From an optimization exercise on the open Yosys and OpenROAD flow, aimed at small area, a short achievable clock period and few clock cycles; shortcuts taken in it are not production practice.
Only simulation tests tie the RTL to the original design; equivalence was not proved.
Power is estimated from default activity; no workload was simulated.

Design brainfuck, start of the top module:
module brainfuck(
  input clk,
  input rst,
  output [10:0] code_addr,
  input  [7:0]  code_data,
  output        out_valid,
  output [7:0]  out_data,
  input         out_ready,
  input         in_valid,
  input  [7:0]  in_data,
  output        in_ready,
  output        halted
);
localparam W = 4;    
localparam [3:0] OFF_MAX = W;
localparam [3:0] OFF_MIN = -W;
reg [10:0] pc;         
reg [10:0] pc_e;       
reg        v_e;        
reg        e_plus, e_minus, e_left, e_right, e_dot, e_comma, e_open, e_close, e_end;
reg        pred_e;     
reg        e_fsk;      
reg        skip;       
reg [3:0]  depth;      
reg        f1;         
reg        clrp;       
reg        halt_r;
reg        ov;
reg [7:0]  od;
reg        rst_q;      
reg        inr;        
reg        sel_r, sel_l, sel_a, sel_hw;
reg        rec_ok;
reg [3:0]  roff;                
reg [7:0]  dl [0:2*W];          
reg        rep;                 
reg [7:0]  nrem;                
localparam SD = 8;
reg [10:0] stk_n [0:SD-1];
reg [3:0]  vcnt;       
reg        bscan;      
localparam CB = 2, CN = 1 << CB;
reg [10-CB:0] ctag [0:CN-1];
reg [10:0]    ctgt [0:CN-1];
reg [CN-1:0]  cval;
reg [CB-1:0]  sidx;
localparam RM = 256 - 2*W - 1;
reg [7:0]  c0;
reg [7:0]  cr [1:W];
  ...
For scale: roughly 6900 cells after synthesis, about 2400 flip-flops.
==> flow/config.mk <==
export PLATFORM = sky130hd
export DESIGN_NAME = brainfuck
export DESIGN_NICKNAME = brainfuck
export VERILOG_FILES = /design/flow/design.v
export SDC_FILE = /design/flow/constraint.sdc
export NUM_CORES = 4
export LEC_CHECK = 0
export CAP_MARGIN = 20
export CELL_PAD_IN_SITES_DETAIL_PLACEMENT = 1
export CORE_MARGIN = 2
export CORE_UTILIZATION = 40
export CTS_CLUSTER_DIAMETER = 90
export CTS_CLUSTER_SIZE = 28
export PLACE_DENSITY = 0.5
export SLEW_MARGIN = 40
==> flow/constraint.sdc <==
create_clock -name core_clock -period 10.0 [get_ports {clk}]
set_input_delay 2.0000 -clock core_clock [delete_from_list [all_inputs] [get_ports {clk}]]
set_output_delay 2.0000 -clock core_clock [all_outputs]
set_load 0.01 [all_outputs]
standard.sh (not shown) runs the stock make flow with config.mk's settings and CLKGATE_MAP_FILE= SYNTH_SCRIPT=/design/flow/synth_recipe.tcl, a recipe that flattens the netlist after the stock synthesis.
==> flow/flow/run.sh <==
#!/bin/bash
set -euo pipefail
bash standard.sh \
  "BUFFER_PORTS_ARGS=-buffer_cell sky130_fd_sc_hd__buf_4" \
  "SETUP_SLACK_MARGIN=6.5" \
  finish > standard_flow.log 2>&1
Testbench counts at the start, summed over its fixed seeds: cycles 316,232.
Then changed:
--- a/flow/design.v
+++ b/flow/design.v
@@ -24,22 +24,23 @@
 reg [3:0]  depth;      
 reg        f1;         
 reg        clrp;       
 reg        halt_r;
 reg        ov;
 reg [7:0]  od;
 reg        rst_q;      
 reg        inr;        
 reg        sel_r, sel_l, sel_a, sel_hw;
 reg        rec_ok;
 reg [3:0]  roff;                
+reg [2*W:0] roh;                
 reg [7:0]  dl [0:2*W];          
 reg        rep;                 
 reg [7:0]  nrem;                
 localparam SD = 8;
 reg [10:0] stk_n [0:SD-1];
 reg [3:0]  vcnt;       
 reg        bscan;      
 localparam CB = 2, CN = 1 << CB;
 reg [10-CB:0] ctag [0:CN-1];
 reg [10:0]    ctgt [0:CN-1];
 reg [CN-1:0]  cval;
@@ -172,31 +173,38 @@
       e_dot <= d_dot;     e_comma <= d_comma;
       e_open <= d_open;   e_close <= d_close;
       e_end <= d_end;
     end
     if (ex & ~stall) begin
       f1 <= push;
       clrp <= (e_plus | e_minus) & f1;
     end
     if (push) begin
       rec_ok <= 1'b1;
       roff <= 4'd0;
+      roh <= {{W{1'b0}}, 1'b1, {W{1'b0}}};
     end else if (ex & rec_ok) begin
       if (e_dot | e_comma | e_open | e_close) rec_ok <= 1'b0;
       if (e_right) begin
         if (roff == OFF_MAX) rec_ok <= 1'b0;
-        else roff <= roff + 4'd1;
+        else begin
+          roff <= roff + 4'd1;
+          roh <= roh << 1;
+        end
       end
       if (e_left) begin
         if (roff == OFF_MIN) rec_ok <= 1'b0;
-        else roff <= roff - 4'd1;
+        else begin
+          roff <= roff - 4'd1;
+          roh <= roh >> 1;
+        end
       end
     end
     if (c_rep) begin
       rep <= 1'b1;
       nrem <= unit_dn ? c0 : 8'd0 - c0;
     end else if (rep) begin
       nrem <= nrem >> 1;
       if (rep_end) rep <= 1'b0;
     end
     if (enter_skip) begin
       skip <= 1'b1;
@@ -244,23 +252,23 @@
 integer m;
 always @* begin
   dl_cur = 8'd0;
   for (m = 0; m <= 2*W; m = m + 1)
     dl_cur = dl_cur | ({8{here[m]}} & dl[m]);
 end
 wire [7:0] dl_upd = dl_cur + {{7{e_minus}}, 1'b1};
 wire       rec_w  = ex & rec_ok & (e_plus | e_minus);
 genvar j;
 generate for (j = 0; j <= 2*W; j = j + 1) begin : rd
   localparam [3:0] OFF = j - W;
-  assign here[j] = roff == OFF;
+  assign here[j] = roh[j];
   always @(posedge clk) begin
     if (push) dl[j] <= 8'd0;
     else if (rep) dl[j] <= dl[j] << 1;
     else if (rec_w & here[j]) dl[j] <= dl_upd;
   end
 end endgenerate
 wire s_push = push | bs_found;
 wire s_pop  = pop;
 wire s_hold = ~s_push & ~s_pop;
 wire [10:0] push_val = bscan ? pc_e1 : pc;
 always @(posedge clk) begin
Wire length shrinks by about 2.6%.
Worst setup slack loses 0.15 ns.
Final cell count grows by about 1%.
Global-route usage drops by 0.59 points.
Sequential share of layout area came out higher by 0.33 points.
Design area is about the same.
First-iteration DRC count fell by 5.8%.
Die area is higher by 0.54%.
Power increases by 0.45%.
Area after synthesis grows by about 0.54%.
Testbench counts after the change, summed over its fixed seeds: cycles 316,232.

brainfuck, a different RTL version from the one above (not shown whole).
Size: about 7,000 cells after synthesis, roughly 2,400 flip-flops, about 42 I/O pins, about 79,000 µm² of cells after synthesis.
export LEC_CHECK = 0
export CAP_MARGIN = 20
export CELL_PAD_IN_SITES_DETAIL_PLACEMENT = 1
export CORE_MARGIN = 2
export CORE_UTILIZATION = 40
export CTS_CLUSTER_DIAMETER = 80
export CTS_CLUSTER_SIZE = 24
export PLACE_DENSITY = 0.5
export SLEW_MARGIN = 40
create_clock -name core_clock -period 10.0 [get_ports {clk}]
Scripts as last shown in full above: flow/flow/run.sh
The starting point finished with timing, DRC and antenna clean.
Testbench counts at the start, summed over its fixed seeds: cycles 316,232.
Rerun with:
--- a/flow/design.v
+++ b/flow/design.v
@@ -93,29 +93,28 @@
 wire [10:0] pc_e1 = pc_e + 11'd1;
 wire [10:0] rtarget = hit_jump ? ctgt[pc_e[CB-1:0]] : redir_top ? stk0 :
                       bs_start ? pc_e - 11'd1 : pc_e1;
 wire apply   = sel_a;
 wire rep_end = rep & nrem[7:1] == 7'd0;
 wire dot_go  = ex & e_dot & ~out_busy;
 wire in_take = inr & in_valid;
 wire mv_r    = sel_r;
 wire mv_l    = sel_l;
-wire pred_ok   = ~skip & ~enter_skip & ~rep & ~bscan & ~(ex & (e_plus | e_minus) & f1);
+wire pred_ok   = ~skip & ~enter_skip & ~rep & ~bscan & ~inr & ~(ex & (e_plus | e_minus) & f1);
 wire [7:0] c0_add = (ex & e_plus) ? 8'd1 :
                     (ex & e_minus) ? 8'hFF :
                     dl[W];
 wire [7:0] c0_sum = c0 + c0_add;
 wire nz_next   = rst_q ? 1'b0 :
                  mv_r ? |cr[1] :
                  mv_l ? |cl[1] :
                  (ex & e_plus) ? ~&c0 :
                  (ex & e_minus) ? c0 != 8'd1 :
-                 in_take ? |in_data :
                  c_clr ? 1'b0 : nz;
 wire hit_f     = cval[pc[CB-1:0]] && ctag[pc[CB-1:0]] == pc[10:CB];
 wire top_ok    = push | (pop ? v1 : v0);
 wire pred      = d_close & pred_ok & nz_next & top_ok;
 wire fjump     = d_open & pred_ok & hit_f & ~nz_next;
 wire [10:0] top_after = push ? pc : pop ? stk1 : stk0;
 wire frozen    = halt_r | halt_now;
 wire adv       = ~stall & ~redirect & ~frozen & (~rep | rep_end);
 wire skip_exit  = sk & e_close & depth == 4'd0;
Effect: Combinational power went up by a few percent; worst hold slack is worse by 0.0063 ns; worst setup slack is better by 0.034 ns; synthesized cell count went up slightly; via count hardly moves.
Testbench counts after the change, summed over its fixed seeds: cycles 316,232.

port drivers added, routing unchanged:
How much do the figures lean on ideal ports? The routed layouts below were timed once more, with nothing changed but the port constraints.
Step 1, drivers: a clkbuf_16 drives clk and a buf_2 each remaining input, both assumed.
Step 2 times the ports against the registers' clock, not the clock port: input delays grow and output delays shrink by t, the midpoint of the rising clock arrivals with the driver on.
a / b / c = ideal ports / drivers / drivers and shift; a / b = the first two.
run	t (ns)	setup slack, ns	hold slack, ns	worst setup path after step 2
the first run of note 1	0.842	6.428 / 6.428 / 5.779	0.429 / 0.429 / 0.429	input to register
the second run of note 1	0.855	6.283 / 6.322 / 5.468	0.423 / 0.423 / 0.423	input to register
the first run of note 2	0.871	6.444 / 6.457 / 5.611	0.429 / 0.429 / 0.429	input to register
the second run of note 2	0.875	6.478 / 6.468 / 5.786	0.423 / 0.423 / 0.423	input to register
After both steps setup and hold are still met in every run listed. The setup slack of the first run of note 2, which loses most, moves by +0.013 ns with the drivers and by -0.833 ns with both steps.
